What follows belongs to an exercise in optimizing a design on an open flow for small area, a short achievable clock period and few clock cycles; a production flow would make more cautious choices. Only simulation tests tie the RTL to the original design; equivalence was not proved. Power is estimated from default activity; no workload was simulated.

--- flow/config.mk ---
export PLATFORM = sky130hd
export DESIGN_NAME = JAM
export DESIGN_NICKNAME = JAM
export VERILOG_FILES = /design/flow/design.v
export SDC_FILE = /design/flow/constraint.sdc
export NUM_CORES = 4
export LEC_CHECK = 0
export CAP_MARGIN = 20
export CORE_MARGIN = 2
export CORE_UTILIZATION = 40
export SETUP_SLACK_MARGIN = 1.3
export SLEW_MARGIN = 20
--- flow/constraint.sdc ---
create_clock -name core_clock -period 5.0 [get_ports {CLK}]
set_input_delay 1.0000 -clock core_clock [delete_from_list [all_inputs] [get_ports {CLK}]]
set_output_delay 1.0000 -clock core_clock [all_outputs]
set_load 0.01 [all_outputs]
--- flow/design.v ---
module JAM (
           input CLK,
           input RST,
           output reg [2:0] W,
           output reg [2:0] J,
           input [6:0] Cost,
           output reg [3:0] MatchCount,
           output reg [9:0] MinCost,
           output reg Valid );
localparam ST_FIRST = 3'd0,   
           ST_MATCH = 3'd1,   
           ST_SCAN  = 3'd2,   
           ST_FINAL = 3'd3,   
           ST_FLUSH = 3'd4,   
           ST_CNT   = 3'd5,   
           ST_DONE  = 3'd6;
reg [2:0] st;           
reg       fst;          
reg [2:0] cstart;       
reg signed [9:0] X;     
reg [7:0] Dq;           
reg [7:0] nv  [0:7];    
reg [7:0] D   [0:7];    
reg [2:0] way [0:7];    
reg [2:0] p   [0:7];    
reg [7:0] m;            
reg [7:0] s;            
reg [2:0] i;            
reg [7:0] minval;       
reg [2:0] minj;
reg [6:0] mu;           
reg signed [8:0] off;   
reg [7:0] rem;          
reg [7:0] nxo;          
reg       walking;
reg [2:0] wj;
reg       bv;
reg [2:0] bt;
reg [2:0] bj;
reg [2:0] bW;
reg       blast;
reg       bfst;
reg [7:0] bcand;        
reg       bnew;         
reg       bimpr;        
reg       beq;          
reg       elim;         
reg       ryser;
reg [3:0] tq;           
reg       tneg;
reg       tv;
reg       tlast;
wire [7:0] mrow = minval;        
wire [7:0] bits = Dq;            
wire [7:0] Cm   = s;             
wire [7:0] kd   = minval;        
wire [7:0] S    = Dq;            
integer k, r;
wire       bsrch = bv && (bt == ST_FIRST || bt == ST_SCAN);
wire       bfin  = bv && (bt == ST_FINAL);
wire [2:0] endj  = bnew ? bj : minj;
wire [7:0] endd  = bnew ? bcand : minval;
wire       endm  = m[endj];
wire [2:0] endp  = p[endj];
wire       bend  = bsrch && blast;               
wire       bdone = bend && !endm;                
wire       m_bj  = m[bj];
wire       wrong = bend && bnew && !bfst && (m[minj] || m_bj);
wire [7:0] minv_e = (bsrch && bnew) ? bcand : minval;
wire [2:0] minj_e = (bsrch && bnew) ? bj : minj;
wire [6:0] mu_e   = bend ? endd[6:0] : mu;
wire [7:0] bj_oh  = 8'd1 << bj;
wire [7:0] bitsf  = bnew ? bj_oh : (beq ? (bits | bj_oh) : bits);
wire [7:0] mrowf  = bnew ? bcand : mrow;
wire       bwrD   = bv && (bt == ST_FIRST || (bt == ST_SCAN && bimpr));
reg [7:0] pm_oh;
always @(*)
    for (k = 0; k < 8; k = k + 1)
        pm_oh[k] = (p[k] == bW);
wire [7:0] Y_e = (bv && bnew) ? bcand : minval;    
wire signed [9:0] cost_s = {3'd0, Cost};
wire signed [9:0] Y_s    = {2'd0, Y_e};
wire signed [9:0] Dq_s   = {2'd0, Dq};
wire signed [9:0] Tm     = Y_s - X;
wire signed [9:0] TD     = Dq_s - X;
wire       lt    = cost_s < Tm;       
wire       eqm   = cost_s == Tm;      
wire       impr  = cost_s < TD;       
wire       c3    = Dq < Y_e;
wire signed [9:0] sum = X + cost_s;
wire       newmin = fst || ((st == ST_FIRST) ? lt : (impr ? lt : c3));
wire [7:0] newD  = (st == ST_SCAN && !impr) ? Dq : sum[7:0];
wire       xlt   = fst || lt;
wire       xeq   = eqm;
wire [9:0] ma  = {2'd0, Dq};
wire [9:0] mb  = ~{3'd0, Cost};
wire [9:0] mc  = ~{1'b0, off};           
wire [9:0] ms1 = ma ^ mb ^ mc;
wire [9:0] mc1 = {(ma[8:0] & mb[8:0]) | (ma[8:0] & mc[8:0]) | (mb[8:0] & mc[8:0]), 1'b1};
wire [9:0] offw = ms1 + mc1 + 10'd1;
wire signed [8:0] offn = offw[8:0];
wire [2:0] J1 = J + 3'd1;
wire       rowlast = (J1 == cstart);
wire [7:0] J_oh = 8'd1 << J;
function [7:0] lowbit;
    input [7:0] v;
    reg [7:0] below;
    integer q;
    begin
        below[0] = 1'b0;
        for (q = 1; q < 8; q = q + 1)
            below[q] = below[q-1] | v[q-1];
        lowbit = v & ~below;
    end
endfunction
function [2:0] enc8;
    input [7:0] v;
    begin
        enc8 = {v[7] | v[6] | v[5] | v[4], v[7] | v[6] | v[3] | v[2],
                v[7] | v[5] | v[3] | v[1]};
    end
endfunction
reg [2:0] fus;
always @(*) begin
    fus = 3'd0;
    for (k = 7; k >= 0; k = k - 1)
        if (!s[k]) fus = k;
end
wire [7:0] nxt_oh = nxo;
wire [7:0] rem_n  = rem & ~nxo;
wire       has_nxt = |rem;
wire alast = (st == ST_SCAN) ? !has_nxt : rowlast;
wire [7:0] J1_oh = {J_oh[6:0], J_oh[7]};
reg  [6:0] nv_a;
always @(*) begin
    nv_a = 7'd0;
    for (k = 0; k < 8; k = k + 1)
        nv_a = nv_a | (nv[k][6:0] & {7{J1_oh[k]}});
end
wire [6:0] nvm_a = nv_a + mu_e;
wire [6:0] nvn_a = |(s & J1_oh) ? nvm_a : nv_a;
wire [7:0] jb_oh = nxt_oh;
wire [2:0] jb    = enc8(jb_oh);
reg  [7:0] nv_b, D_r;
always @(*) begin
    nv_b = 8'd0;
    D_r = 8'd0;
    for (k = 0; k < 8; k = k + 1) begin
        nv_b = nv_b | (nv[k] & {8{jb_oh[k]}});
        D_r = D_r | (D[k] & {8{jb_oh[k]}});
    end
end
wire [7:0] D_b   = (bwrD && |(bj_oh & jb_oh)) ? bcand : D_r;
wire signed [9:0] nvb_s = {3'd0, nv_b[6:0]};
wire [9:0] ms2 = ms1 ^ mc1 ^ nvb_s;
wire [9:0] mc2 = {(ms1[8:0] & mc1[8:0]) | (ms1[8:0] & nvb_s[8:0]) | (mc1[8:0] & nvb_s[8:0]), 1'b0};
wire signed [9:0] Km = ms2 + mc2 + 10'sd1;
wire signed [9:0] Ks = off + nvb_s;
wire signed [9:0] Kn = (st == ST_MATCH) ? Km : Ks;
wire [2:0] sgj   = fst ? J : minj_e;
wire [7:0] s_e   = (st == ST_FIRST) ? (s & ~J_oh) : s;
wire [7:0] rem_g = ~s_e & ~(8'd1 << sgj);
wire       sgdone = fst || !m[sgj];
wire [7:0] nv_f  = nv[fus];
wire [2:0] wr = way[wj];
reg [2:0] wc;
reg       wfound;
always @(*) begin
    wc = 3'd0;
    wfound = 1'b0;
    for (k = 0; k < 8; k = k + 1)
        if (m[k] && p[k] == wr) begin
            wc = k;
            wfound = 1'b1;
        end
end
function onehot8;
    input [7:0] v;
    reg [3:0] a1, m1;
    reg [1:0] a2, m2;
    begin
        a1 = {v[7] | v[6], v[5] | v[4], v[3] | v[2], v[1] | v[0]};
        m1 = {v[7] & v[6], v[5] & v[4], v[3] & v[2], v[1] & v[0]};
        a2 = {a1[3] | a1[2], a1[1] | a1[0]};
        m2 = {m1[3] | m1[2] | (a1[3] & a1[2]), m1[1] | m1[0] | (a1[1] & a1[0])};
        onehot8 = (a2[1] ^ a2[0]) ? !(m2[1] | m2[0]) : 1'b0;
    end
endfunction
reg [7:0] forced, yc;
always @(*) begin
    for (k = 0; k < 8; k = k + 1) begin
        for (r = 0; r < 8; r = r + 1)
            yc[r] = D[r][k];
        forced[k] = Cm[k] && (((D[k] & Cm) == 8'd0) || ((yc & Cm) == 8'd0));
    end
end
wire [7:0] Cleft = Cm & ~forced;
function [5:0] fcode;    
    input [3:0] n;
    input       alive;
    begin
        if (!alive) fcode = 6'b0_00_0_00;
        else case (n)
        4'd0: fcode = 6'b1_00_0_00;
        4'd1: fcode = 6'b0_00_0_00;
        4'd2: fcode = 6'b0_01_0_00;
        4'd3: fcode = 6'b0_00_1_11;
        4'd4: fcode = 6'b0_10_0_00;
        4'd5: fcode = 6'b0_00_0_01;
        4'd6: fcode = 6'b0_01_1_11;
        4'd7: fcode = 6'b0_00_1_10;
        default: fcode = 6'b0_11_0_00;
        endcase
    end
endfunction
wire [5:0] fc0 = fcode(nv[0][3:0], Cm[0]);
wire [5:0] fc1 = fcode(nv[1][3:0], Cm[1]);
wire [5:0] fc2 = fcode(nv[2][3:0], Cm[2]);
wire [5:0] fc3 = fcode(nv[3][3:0], Cm[3]);
wire [5:0] fc4 = fcode(nv[4][3:0], Cm[4]);
wire [5:0] fc5 = fcode(nv[5][3:0], Cm[5]);
wire [5:0] fc6 = fcode(nv[6][3:0], Cm[6]);
wire [5:0] fc7 = fcode(nv[7][3:0], Cm[7]);
reg        prz, psg;
reg  [2:0] pe01, pe23, pe45, pe67;
reg  [1:0] pt01, pt23, pt45, pt67;
reg        pneg, pv, plast;
always @(posedge CLK) begin
    prz  <= fc0[5] | fc1[5] | fc2[5] | fc3[5] | fc4[5] | fc5[5] | fc6[5] | fc7[5];
    psg  <= fc0[2] ^ fc1[2] ^ fc2[2] ^ fc3[2] ^ fc4[2] ^ fc5[2] ^ fc6[2] ^ fc7[2];
    pe01 <= fc0[4:3] + fc1[4:3];
    pe23 <= fc2[4:3] + fc3[4:3];
    pe45 <= fc4[4:3] + fc5[4:3];
    pe67 <= fc6[4:3] + fc7[4:3];
    pt01 <= fc0[1:0] + fc1[1:0];
    pt23 <= fc2[1:0] + fc3[1:0];
    pt45 <= fc4[1:0] + fc5[1:0];
    pt67 <= fc6[1:0] + fc7[1:0];
end
wire       rz   = prz;
wire       sg   = psg;
wire [4:0] esum = (pe01 + pe23) + (pe45 + pe67);
wire [1:0] tt   = (pt01 + pt23) + (pt45 + pt67);
reg [3:0] odd;
always @(*) begin
    case ({sg, tt})
    3'b000: odd = 4'd1;
    3'b001: odd = 4'd5;
    3'b010: odd = 4'd9;
    3'b011: odd = 4'd13;
    3'b100: odd = 4'd15;
    3'b101: odd = 4'd11;
    3'b110: odd = 4'd7;
    default: odd = 4'd3;
    endcase
end
wire [3:0] term = (rz || esum >= 5'd4) ? 4'd0 : (odd << esum[1:0]);
wire [7:0] ykd = ~kd & Cm;
reg  [7:0] por;          
always @(*) begin
    por[0] = ykd[0];
    for (k = 1; k < 8; k = k + 1)
        por[k] = por[k-1] | ykd[k];
end
wire [7:0] tb  = ykd & ~{por[6:0], 1'b0};
wire [7:0] kdn = (kd & por) | tb;
wire       tadd = |(~S & tb);
wire       klast = (kd == Cm);
always @(posedge CLK) begin
    if (RST) begin
        st <= ST_FIRST;
        W <= 3'd0;
        J <= 3'd0;
        cstart <= 3'd0;
        i <= 3'd0;
        m <= 8'd0;
        s <= 8'd0;
        fst <= 1'b1;
        X <= 10'sd0;
        bv <= 1'b0;
        walking <= 1'b0;
        MinCost <= 10'd0;
        MatchCount <= 4'd0;
        Valid <= 1'b0;
        elim <= 1'b1;
        ryser <= 1'b0;
        pv <= 1'b0;
        plast <= 1'b0;
        tv <= 1'b0;
        tlast <= 1'b0;
        for (k = 0; k < 8; k = k + 1)
            nv[k] <= 8'd0;
    end else begin
        if (walking) begin
            p[wj] <= wr;
            m[wj] <= 1'b1;
            if (wfound) wj <= wc;
            else walking <= 1'b0;
        end
        if (bwrD) D[bj] <= bcand;
        if (bv && bt == ST_SCAN && bimpr) way[bj] <= bW;
        if (bsrch && bnew) begin
            minval <= bcand;
            minj <= bj;
        end
        if (bfin) begin
            minval <= mrowf;
            Dq <= bitsf;
            if (blast) begin
                D[enc8(pm_oh)] <= bitsf & ~pm_oh;
                MinCost <= MinCost + {2'd0, mrowf};
            end
        end
        if (bend) begin
            if (bt == ST_FIRST)
                for (k = 0; k < 8; k = k + 1) way[k] <= i;
            if (!endm) begin
                mu <= endd[6:0];
                walking <= 1'b1;
                wj <= endj;
                i <= i + 3'd1;
            end else begin
                s <= s | (8'd1 << endj);
            end
        end
        bv <= 1'b0;
        if (wrong) begin
            fst <= 1'b1;
            if (!m_bj) begin
                W <= (i == 3'd7) ? 3'd0 : i + 3'd1;
                J <= fus;
                cstart <= fus;
                X <= {3'd0, nv_f[6:0]};
                st <= (i == 3'd7) ? ST_FINAL : ST_FIRST;
            end else begin
                W <= p[bj];
                off <= {2'd0, nv[bj][6:0]};
                J <= bj;
                rem <= ~s & ~bj_oh;
                nxo <= lowbit(~s & ~bj_oh);
                Dq <= bcand;
                st <= ST_MATCH;
            end
        end else begin
            bt <= st;
            bj <= J;
            bW <= W;
            blast <= alast;
            bfst <= fst;
            case (st)
            ST_FIRST, ST_SCAN: begin
                bv <= 1'b1;
                bcand <= newD;
                bnew <= newmin;
                bimpr <= impr;
                if (st == ST_FIRST) begin
                    nv[J] <= {1'b0, X[6:0]};
                    s[J] <= 1'b0;
                end
                fst <= 1'b0;
                if (!alast) begin
                    J <= (st == ST_FIRST) ? J1 : jb;
                    rem <= rem_n;
                    nxo <= lowbit(rem_n);
                    X <= (st == ST_FIRST) ? {3'd0, nvn_a} : Kn;
                    Dq <= D_b;
                end else begin
                    fst <= 1'b1;
                    if (sgdone) begin
                        W <= (i == 3'd7) ? 3'd0 : i + 3'd1;
                        J <= fus;
                        cstart <= fus;
                        X <= {3'd0, nv_f[6:0]};
                        st <= (i == 3'd7) ? ST_FINAL : ST_FIRST;
                    end else begin
                        W <= p[sgj];
                        off <= {2'd0, nv[sgj][6:0]};
                        J <= sgj;
                        rem <= rem_g;
                        nxo <= lowbit(rem_g);
                        Dq <= minv_e;
                        st <= ST_MATCH;
                    end
                end
            end
            ST_MATCH: begin
                off <= offn;
                nv[J] <= {1'b0, off[6:0]} - Dq;
                J <= jb;
                rem <= rem_n;
                nxo <= lowbit(rem_n);
                X <= Kn;
                Dq <= D_b;
                fst <= 1'b1;
                st <= ST_SCAN;
            end
            ST_FINAL: begin
                bv <= 1'b1;
                bcand <= sum[7:0];
                bnew <= xlt;
                beq <= xeq;
                if (W == 3'd0) begin
                    nv[J] <= {1'b0, X[6:0]};
                    s[J] <= 1'b0;
                    MinCost <= MinCost - {3'd0, X[6:0]};
                end
                fst <= rowlast;
                J <= J1;
                X <= {3'd0, nvn_a};
                if (rowlast) begin
                    W <= W + 3'd1;
                    if (W == 3'd7) st <= ST_FLUSH;
                end
            end
            ST_FLUSH: begin
                st <= ST_CNT;
                s <= 8'hff;
                for (k = 0; k < 8; k = k + 1)
                    nv[k] <= 8'd0;
            end
            ST_CNT: begin
                if (tv) MatchCount <= tneg ? MatchCount - tq : MatchCount + tq;
                if (tlast) begin
                    Valid <= 1'b1;
                    st <= ST_DONE;
                end
                if (elim) begin
                    if (forced == 8'd0) begin
                        elim <= 1'b0;
                        ryser <= 1'b1;
                        minval <= 8'd0;
                        Dq <= 8'd0;
                    end else begin
                        s <= Cleft;
                        if (Cleft == 8'd0) begin
                            MatchCount <= 4'd1;
                            Valid <= 1'b1;
                            st <= ST_DONE;
                        end
                    end
                end
                tq <= term;
                tneg <= pneg;
                tv <= pv;
                tlast <= plast;
                if (ryser) begin
                    pneg <= (^S) ^ (^Cm);
                    pv <= 1'b1;
                    minval <= kdn;
                    Dq <= S ^ tb;
                    for (k = 0; k < 8; k = k + 1)
                        if (|(D[k] & tb) || tb[k]) nv[k][3:0] <= tadd ? nv[k][3:0] + 4'd1 : nv[k][3:0] - 4'd1;
                    if (klast) begin
                        ryser <= 1'b0;
                        plast <= 1'b1;
                    end
                end
            end
            default: begin
            end
            endcase
        end
    end
end
endmodule
--- flow/run.sh ---
#!/bin/bash
# synth_recipe.tcl (not shown) runs the flow's synth.tcl, then flattens the netlist and writes it again
# the make line also repeats each setting of config.mk as NAME=value (left out here)
make -C /OpenROAD-flow-scripts/flow DESIGN_CONFIG=/design/flow/config.mk WORK_HOME=/design/flow/orfs CLKGATE_MAP_FILE= SYNTH_SCRIPT=/design/flow/synth_recipe.tcl finish
==> results of run 1 <==
==> cell families (layout without fill, tap and decap cells) <==
group | after synthesis | after routing
multiplexers | 145 | 145
XOR/XNOR | 166 | 166
AND/OR/NAND/NOR | 808 | 808
flip-flops | 342 | 342
adder cells (fa/ha/maj) | 233 | 233
buffers and inverters | 336 | 463
other | 0 | 1
AO/OA/AOI/OAI | 866 | 866
==> synthesized netlist by cell type (36+ instances only) <==
cell / n / area share
a21o_1: 42 / 0.012
edfxtp_1: 249 / 0.28
nor3_1: 56 / 0.010
mux2_2: 36 / 0.015
nand3_1: 70 / 0.013
fa_1: 43 / 0.032
nand2_1: 234 / 0.033
a22oi_1: 115 / 0.032
o211ai_1: 38 / 0.011
clkbuf_1: 124 / 0.017
o21ai_0: 141 / 0.026
inv_1: 153 / 0.021
dfxtp_1: 93 / 0.069
ha_1: 190 / 0.088
a221oi_1: 44 / 0.014
nor2_1: 233 / 0.032
xnor2_1: 84 / 0.027
nor2b_1: 42 / 0.0097
a21oi_1: 203 / 0.038
mux2i_1: 70 / 0.026
xor2_1: 82 / 0.027
==> power by group through the flow <==
| stage | combinational [uW] | sequential (uW) | clock, uW |
|---|---|---|---|
| 2_1_floorplan | 7080 | 4020 | 0 |
| 6_report | 11300 | 4370 | 3270 |
| 3_5_place_dp | 9980 | 4510 | 0 |
| 3_3_place_gp | 9860 | 4500 | 0 |
| 4_1_cts | 10400 | 4420 | 3310 |
| 5_1_grt | 12100 | 4380 | 3410 |
==> final timing paths <==
path / from / endpoint / slack [ps]
worst max-delay path: J[1] / X[6] / 1270
worst min register to register: plast / tlast / 460
worst max register to register: J[1] / X[6] / 1270
worst min-delay path: plast / tlast / 460
==> final cells by class <==
cell class	count	area [sq um]	area share
clock inverters	25	337	0.0108
diodes	1	2.50	0.0000802
inverters	157	612	0.0196
clock buffers	51	1110	0.0357
well taps	873	1090	0.0350
repair buffers	230	1830	0.0586
multi-input cells	2218	16900	0.541
flip-flops and latches	342	9350	0.300
==> metal layers <==
metal | part of all wire | global-route usage
met5 | 0.00037 | 0
met4 | 0.049 | 0.135
met1 | 0.40 | 0.420
met3 | 0.11 | 0.0746
met2 | 0.44 | 0.485
==> sequential cells by signal, indices dropped and copies added, names as in the netlist, 4 cells and up, named ones only <==
| register | cells |
|---|---|
| m | 8 |
| rem | 7 |
| off | 9 |
| MatchCount | 4 |
| mu | 7 |
| tq | 4 |
| Dq | 8 |
| bcand | 8 |
| nv | 56 |
| p | 24 |
| nxo | 8 |
| way | 24 |
| MinCost | 10 |
| X | 10 |
| D | 64 |
| s | 8 |
==> what timing repair did <==
item | in CTS | in global routing
pin swaps | 11 | 26
gates cloned | 0 | 0
resized for setup | 37 | 52
setup endpoints to repair | 97 | 74
buffers inserted | 23 | 55
hold endpoints to repair | 0 | 0
==> through the flow <==
step / instances / area, sq um / setup slack, ps / power (uW) / hold slack, ps
after global routing: 3896 / 31200 / 1090 / 19900 / 488
after CTS: 3841 / 30600 / 1150 / 18100 / 455
after detailed placement: 3742 / 28900 / 485 / 14500 / 446
after global placement: 3742 / 28900 / 465 / 14400 / 437
after floorplan: 2896 / 27300 / 1290 / 11100 / 400
final: 3897 / 31200 / 1270 / 18900 / 456
==> worst max-delay path: stages (launching register included) <==
cell and delay [ps]:
dfxtp_4 380, clkinvlp_4 80, buf_4 110, ha_1 450, a221oi_1 170, o21ai_2 290, ha_1 220, inv_1 70
fa_1 460, nor2b_1 140, o21ai_1 90, a21oi_1 180, or3_1 140, nand3_1 80, xnor2_1 190, a221oi_2 250
o22ai_1 110, o21a_1 200
==> results.json, run 1 <==
{
  "status": "no timing/DRC/antenna violations",
  "synth_edf_count": 249,
  "fin_crit_ps": 3730,
  "combPwrFrac": 0.595,
  "grt_first_pass_wirelength_microns": 164000,
  "synth_compound_area_frac": 0.218,
  "cts_hold_repair.buffers": 0,
  "cp-end-kind": "flop",
  "final_cell_mix": "249 x edfxtp_1, 231 x nand2_1, 228 x nor2_1, 196 x buf_4, 185 x a21oi_1",
  "vias_per_cell": 6.52,
  "hold_viol_final": 0,
  "synth-warning-count": 1,
  "report.final.slew_viol_count": 0,
  "wl_microns": 112000,
  "critPathMaxFanout": 13,
  "netlist_instances": 2896,
  "clkTransAtPathRegs_ps": 60,
  "fin_crit_sh": 0.747,
  "synth-xor-area-share": 0.0538,
  "ios": 30,
  "rsz0062_at_grt": "true",
  "p_per_area_nw_per_um2": 606,
  "dr.pass1.iters": 9,
  "clock_path_buffers": 3,
  "fin_util": 0.465,
  "synth_nets": 3138,
  "clock_sinks": 342,
  "antenna_found_initial": 4,
  "root_buffer": "clkbuf_16",
  "setup_violations": 0,
  "layout_commonest_cell": "edfxtp_1",
  "grt.total_usage": 0.314,
  "grt-ovfl-total": 0,
  "cts_buffers": 42,
  "fin_skew_ps": 33.0,
  "setup-tns-final_ps": 0,
  "syn_area_per_cell_sq_um": 9.33,
  "clkLatencyLatePin_ps": 610,
  "synth_adder_area_share": 0.120,
  "synth_top_family_by_area": "compound AO/OA/AOI/OAI gates",
  "drc_errors": 0,
  "ys_types": 94,
  "gp_congestion": 1.01,
  "cts_tree": "built",
  "drive_gt1_frac": 0.153,
  "port_buffers": 29,
  "final_nets": 3233,
  "max_freq_mhz": 268,
  "drtIter0Drc": 3319,
  "synth-seq-cells": 342,
  "power.switching_uw": 8730,
  "hpwl_microns": 84700,
  "hold_depth": 2,
  "cp.arrival_ps": 4220,
  "areaGrowthSynthToFinish_pct": 15.5,
  "syn-cell-area_sq_um": 27000,
  "ant_nets": 0,
  "die_h_microns": 264,
  "maxCapViolations": 0,
  "worst_pin_slew_ps": 1110,
  "wire_per_inst_microns": 28.8,
  "pwr-share-clk": 0.173,
  "p_sw_frac": 0.462,
  "p_int_uw": 10200,
  "dieWidth_microns": 264,
  "fillerInstances": 6282,
  "ys_seq_area_frac": 0.346,
  "crit_type": "reg2reg",
  "r2r_cells": 17,
  "synthFlopType": "edfxtp_1",
  "htreeDepth": 2,
  "leakage_uw": 0.0121,
  "required_ps": 5480,
  "initial_core_util": 0.403,
  "grt_max_degree": 34,
  "critPathLaunchType": "flop",
  "fp-row-count": 95,
  "vdd_drop_max_uv": 369,
  "seqPwrFrac": 0.231,
  "synth-simple-area-share": 0.142,
  "worstHoldPathType": "reg2reg",
  "die-area_sq_um": 69600,
  "async_flop_share": 0,
  "core_sq_um": 67000,
  "synthMuxAreaShare": 0.0719,
  "routed-via-count": 25405,
  "slew-limit-headroom": 0.254,
  "grt_pass1_vias": 24540
}
Testbench counts, summed over its fixed seeds: cycles 4,752.
==> run 2: changes to the inputs <==
--- a/flow/config.mk
+++ b/flow/config.mk
@@ -9,4 +9,4 @@
 export CORE_MARGIN = 2
 export CORE_UTILIZATION = 40
-export SETUP_SLACK_MARGIN = 1.3
+export SETUP_SLACK_MARGIN = 1.45
 export SLEW_MARGIN = 20
==> results.json, run 2 <==
{
  "layout_commonest_cell": "edfxtp_1",
  "dieWidth_microns": 264,
  "setup_violations": 0,
  "fp-row-count": 95,
  "placed_cells": 3744,
  "root_buffer": "clkbuf_16",
  "path_delay_family": "compound AO/OA/AOI/OAI gates",
  "async_flop_share": 0,
  "antenna_found_initial": 3,
  "reg_top3": "D x64, nv x56",
  "vdd_drop_max_uv": 351,
  "cts_hold_repair.buffers": 0,
  "slew-limit-headroom": 0.210,
  "netlist_instances": 2896,
  "fin_crit_sh": 0.727,
  "maxCapViolations": 0,
  "setup-tns-final_ps": 0,
  "final_cell_mix": "249 x edfxtp_1, 232 x nand2_1, 230 x buf_4, 228 x nor2_1, 182 x a21oi_1",
  "synthTopCellsByCount": "249 x edfxtp_1, 234 x nand2_1, 233 x nor2_1",
  "p_per_area_nw_per_um2": 605,
  "ant_nets": 0,
  "final_nets": 3279,
  "drive_gt1_frac": 0.181,
  "routed-via-count": 25720,
  "ios": 30,
  "wire_per_inst_microns": 29.2,
  "synth_top_area_frac": 0.277,
  "wl_microns": 115000,
  "die_h_microns": 264,
  "required_ps": 5330,
  "worst-path-buf-inv": 1,
  "ys_types": 94,
  "report.final.slew_viol_count": 0,
  "worstHoldPathType": "reg2reg",
  "synth_area_leader_cell": "edfxtp_1",
  "critPathLaunchType": "flop",
  "grt_max_degree": 34,
  "cts_tree": "built",
  "drtIter0Drc": 3627,
  "synth.area.top_cells": "edfxtp_1 28%, ha_1 8.8%, dfxtp_1 6.9%",
  "syn_area_per_cell_sq_um": 9.33,
  "die-area_sq_um": 69600,
  "areaGrowthSynthToFinish_pct": 17.7,
  "cp_slowest_cell": "edfxtp_1",
  "grt-ovfl-total": 0,
  "leakage_uw": 0.0123,
  "largest_reg_flops": 64,
  "cp.arrival_ps": 3960,
  "grt_first_pass_wirelength_microns": 166000,
  "worst_pin_slew_ps": 1180,
  "hold_viol_final": 0,
  "crit_type": "reg2reg",
  "htreeDepth": 2,
  "status": "no timing/DRC/antenna violations",
  "cts_buffers": 43,
  "synth-warning-count": 1,
  "port_buffers": 29,
  "grt_pass1_vias": 24640,
  "synthFlopType": "edfxtp_1",
  "clkLatencyLatePin_ps": 600,
  "syn-cell-area_sq_um": 27000,
  "fin_skew_ps": 33.6,
  "clkTransAtPathRegs_ps": 60,
  "core_sq_um": 67000,
  "grt.total_usage": 0.320,
  "rsz0062_at_grt": "true",
  "ys_seq_area_frac": 0.346,
  "antenna_cells": 0,
  "slowest_delay_ps": 450,
  "initial_core_util": 0.403,
  "drc_errors": 0,
  "dr.pass1.iters": 10,
  "synth_edf_count": 249,
  "clock_path_buffers": 3,
  "synth.most_common_cell": "edfxtp_1",
  "cp-end-kind": "flop",
  "fin_crit_ps": 3630,
  "synth-seq-cells": 342,
  "stdcell_count": 3945,
  "top_register": "D",
  "gp_congestion": 0.991,
  "synth_nets": 3138,
  "vias_per_cell": 6.52,
  "clock_sinks": 342,
  "critPathMaxFanout": 4,
  "crit_chain": "nand2_4 > buf_4 > mux2_2 > ha_1 > a21o_1 > a21o_1 > a311oi_1 > xor2_1 > ha_1 > nand2_1 > nor2_2 > o21ai_1 > nand3b_1 > a21oi_2 > a221o_1",
  "hpwl_microns": 86200,
  "max_freq_mhz": 275
}
==> run 2: tightest hold or removal path, cell delays in order, from the launching register on <==
cell	delay, ps
dfxtp_1	310
nand2_1	50
a21oi_1	50
==> run 2: logic make-up (layout without fill, tap and decap cells) <==
| logic type | count (synthesis) | count (layout) | synth area share |
|---|---|---|---|
| fa+ha+maj | 233 | 233 | 0.120 |
| simple gates | 808 | 808 | 0.142 |
| xor+xnor | 166 | 166 | 0.0538 |
| mux | 145 | 145 | 0.0719 |
| compound gates | 866 | 866 | 0.218 |
| flops | 342 | 342 | 0.346 |
| buf+inv | 336 | 512 | 0.0486 |
==> run 2: final timing paths <==
check / from / end / slack [ps] / cells after the start
max reg2reg: bnew / bnew / 1370 / 15
min: plast / tlast / 450 / 2
min reg2reg: plast / tlast / 450 / 2
max: bnew / bnew / 1370 / 15
==> run 2: final cells by class <==
class	instances	area [sq um]
clock buffers	54	1200
clock inverters	26	211
fillers	6260	35200
inverters	157	621
multi-input cells	2218	17100
flip-flops and latches	342	9350
well taps	873	1090
repair buffers	275	2220
==> run 2: what timing repair did <==
| action | CTS | global route |
|---|---|---|
| setup endpoints to repair | 164 | 101 |
| pin swaps | 23 | 30 |
| endpoints found under the hold margin | 0 | 0 |
| gates resized for setup | 74 | 74 |
| buffers inserted | 51 | 70 |
==> run 2: power by group <==
group          internal [uW]  switching [uW]
Clock                   1740            1380
Combinational           4830            6890
Sequential              3690             692
==> run 2: stage by stage <==
| stage | util | power [uW] | setup WS [ps] | hold WS (ps) | area, sq um |
|---|---|---|---|---|---|
| 6_report | 0.474 | 19200 | 1370 | 451 | 31800 |
| 5_1_grt | 0.474 | 20200 | 1210 | 482 | 31800 |
| 4_1_cts | 0.461 | 18400 | 1290 | 452 | 30900 |
| 3_5_place_dp | 0.431 | 14600 | 402 | 443 | 28900 |
| 3_3_place_gp | 0.431 | 14400 | 426 | 437 | 28900 |
| 2_1_floorplan | - | 11100 | 1310 | 400 | 27300 |
==> run 2: metal layers <==
metal  track usage  vias up  wire, microns
li1              -    11163              -
met1         0.427    12543          46400
met2         0.495     1646          50400
met3        0.0640      366          11800
met4         0.157        2           6530
met5             0        -             19
==> run 3: changes to the inputs <==
--- a/flow/config.mk
+++ b/flow/config.mk
@@ -9,4 +9,4 @@
 export CORE_MARGIN = 2
 export CORE_UTILIZATION = 40
-export SETUP_SLACK_MARGIN = 1.45
+export SETUP_SLACK_MARGIN = 1.6
 export SLEW_MARGIN = 20
==> results.json, run 3 <==
{
  "areaGrowthSynthToFinish_pct": 22.7,
  "drc_errors": 0,
  "fin_crit_sh": 0.723,
  "ios": 30,
  "pwr-share-clk": 0.152,
  "synth_top_area_frac": 0.277,
  "cp_slowest_cell": "edfxtp_1",
  "port_buffers": 29,
  "ys_types": 94,
  "final_nets": 3339,
  "maxCapViolations": 0,
  "synth.most_common_cell": "edfxtp_1",
  "required_ps": 5370,
  "largest_reg_flops": 64,
  "clock_path_buffers": 3,
  "synthFlopType": "edfxtp_1",
  "synth-seq-cells": 342,
  "root_buffer": "clkbuf_16",
  "hold_viol_final": 0,
  "clkTransAtPathRegs_ps": 70,
  "gp_congestion": 1.04,
  "dr.pass1.iters": 12,
  "grt_pass1_vias": 25156,
  "crit_chain": "nand2_4 > buf_4 > mux2_2 > ha_1 > a21o_1 > a21o_1 > a311oi_2 > xor2_1 > ha_1 > nand2_1 > nor2_2 > o21ai_1 > nand3b_1 > a21oi_2 > a221o_1",
  "cts_hold_repair.buffers": 0,
  "die-area_sq_um": 69600,
  "async_flop_share": 0,
  "synth_area_leader_cell": "edfxtp_1",
  "total_power_uw": 20300,
  "critPathMaxFanout": 5,
  "antenna_found_initial": 4,
  "fin_crit_ps": 3620,
  "syn_area_per_cell_sq_um": 9.33,
  "seqPwrFrac": 0.217,
  "die_h_microns": 264,
  "reg_top3": "D x64, nv x56",
  "cts_tree": "built",
  "fp-row-count": 95,
  "drive_gt1_frac": 0.222,
  "layout_commonest_cell": "buf_4",
  "htreeDepth": 2,
  "netlist_instances": 2896,
  "cts_buffers": 42,
  "synthTopCellsByCount": "249 x edfxtp_1, 234 x nand2_1, 233 x nor2_1",
  "cp-end-kind": "flop",
  "syn-cell-area_sq_um": 27000,
  "p_int_uw": 10900,
  "ant_nets": 0,
  "hpwl_microns": 87300,
  "p_sw_frac": 0.464,
  "grt.total_usage": 0.335,
  "power.switching_uw": 9430,
  "clkLatencyLatePin_ps": 610,
  "grt_max_degree": 54,
  "report.final.slew_viol_count": 0,
  "max_freq_mhz": 277,
  "synth.area.top_cells": "edfxtp_1 28%, ha_1 8.8%, dfxtp_1 6.9%",
  "vias_per_cell": 6.55,
  "wl_microns": 120000,
  "worstHoldPathType": "reg2reg",
  "critPathLaunchType": "flop",
  "synth_edf_count": 249,
  "fin_skew_ps": 42.3,
  "final_cell_mix": "267 x buf_4, 249 x edfxtp_1, 224 x nand2_1, 220 x nor2_1, 171 x a21oi_1",
  "grt_first_pass_wirelength_microns": 173000,
  "p_per_area_nw_per_um2": 613,
  "top_register": "D",
  "ys_seq_area_frac": 0.346,
  "setup_violations": 0,
  "grt-ovfl-total": 0,
  "status": "no timing/DRC/antenna violations",
  "routed-via-count": 26216,
  "placed_cells": 3744,
  "clock_sinks": 342,
  "stdcell_count": 4003,
  "worst_pin_slew_ps": 1200,
  "slowest_delay_ps": 440,
  "rsz0062_at_grt": "true",
  "cp.arrival_ps": 3980,
  "drtIter0Drc": 3726,
  "vdd_drop_max_uv": 348,
  "dieWidth_microns": 264,
  "slew-limit-headroom": 0.189,
  "setup-tns-final_ps": 0,
  "combPwrFrac": 0.632,
  "core_sq_um": 67000,
  "synth_nets": 3138,
  "initial_core_util": 0.403,
  "crit_type": "reg2reg",
  "wire_per_inst_microns": 30.0,
  "leakage_uw": 0.0128,
  "synth-warning-count": 1
}
==> run 3: cell counts after synthesis <==
No cell type changed its count.
==> run 3: metrics by stage <==
step	cell area, sq um	hold WS [ps]	util	setup WS, ps
after CTS	31800	457	0.475	1400
after detailed placement	29000	449	0.432	416
after global routing	33100	501	0.494	1220
final	33100	457	0.494	1380
after global placement	29000	437	0.432	334
after floorplan	27400	400	-	1170
==> run 3: power by group through the flow <==
| stage | registers, uW | clock network, uW | logic [uW] |
|---|---|---|---|
| after floorplan | 4020 | 0 | 7120 |
| after global placement | 4560 | 0 | 10000 |
| after detailed placement | 4570 | 0 | 10100 |
| after CTS | 4360 | 3100 | 11400 |
| after global routing | 4420 | 3220 | 13600 |
| final | 4400 | 3080 | 12800 |
==> run 3: layout make-up <==
| class | count | area (sq um) |
|---|---|---|
| Antenna cell | 1 | 2.50 |
| Clock buffer | 58 | 1180 |
| Clock inverter | 18 | 171 |
| Fill cell | 6283 | 33900 |
| Inverter | 157 | 623 |
| Multi-Input combinational cell | 2219 | 17900 |
| Sequential cell | 342 | 9360 |
| Tap cell | 873 | 1090 |
| Timing Repair Buffer | 335 | 2830 |
==> run 3: cells by family (layout without fill, tap and decap cells) <==
| group | Yosys count | after routing | synth area share |
|---|---|---|---|
| flip-flops | 342 | 342 | 0.346 |
| adder cells (fa/ha/maj) | 233 | 233 | 0.120 |
| other | 0 | 1 | 0 |
| AND/OR/NAND/NOR | 808 | 808 | 0.142 |
| XOR/XNOR | 166 | 166 | 0.0538 |
| multiplexers | 145 | 145 | 0.0719 |
| buffers and inverters | 336 | 568 | 0.0486 |
| AO/OA/AOI/OAI | 866 | 867 | 0.218 |
==> run 3: worst max-delay path, delay by kind of cell (launching register included) <==
kind,cells,cell delay [ps]
AND/OR/NAND/NOR,4,450
AO/OA/AOI/OAI,6,1230
adder cells (fa/ha/maj),2,610
XOR/XNOR,1,150
multiplexers,1,380
flip-flops,1,440
buffers and inverters,1,120
==> run 3: worst paths after layout <==
kind | to | from | depth (start not counted) | slack, ps
worst max-delay path | bnew | bnew | 15 | 1380
worst max register to register | bnew | bnew | 15 | 1380
worst min register to register | tlast | tlast | 2 | 460
worst min-delay path | tlast | tlast | 2 | 460
==> run 3: metal layers <==
layer  track usage  vias up  share of wire
met4         0.178        8          0.068
met5             0        -        0.00047
met3        0.0968      436           0.12
li1              -    11283              -
met1         0.434    12695           0.38
met2         0.506     1794           0.42
==> run 3: what timing repair did <==
action	4_1_cts	5_1_grt
gates cloned	2	0
buffers inserted	112	67
endpoints found under the setup margin	270	196
resized for setup	150	165
pin swaps	58	88

-- re-timing with driven ports --
How much do the figures lean on ideal ports? The routed layouts below were timed once more, with nothing changed but the port constraints. Step 1, drivers: a clkbuf_16 drives CLK and a buf_2 each remaining input, both assumed. Step 2 times the ports against the registers' clock, not the clock port: input delays grow and output delays shrink by t, the midpoint of the rising clock arrivals with the driver on. Slacks: ideal / step 1 / step 2; pairs: ideal / step 1.
| run | t (ns) | setup WS [ns] | worst slew at a driven data input, ns |
|---|---|---|---|
| run 1 | 0.659 | 1.265 / 1.265 / 0.868 | 0.04 |
| run 2 | 0.653 | 1.366 / 1.366 / 0.888 | 0.03 |
| run 3 | 0.651 | 1.384 / 1.384 / 0.956 | 0.03 |
After both steps setup and hold are still met in every run listed. The setup slack of run 2, which loses most, moves by 0.000 ns with the drivers and by -0.478 ns with both steps.
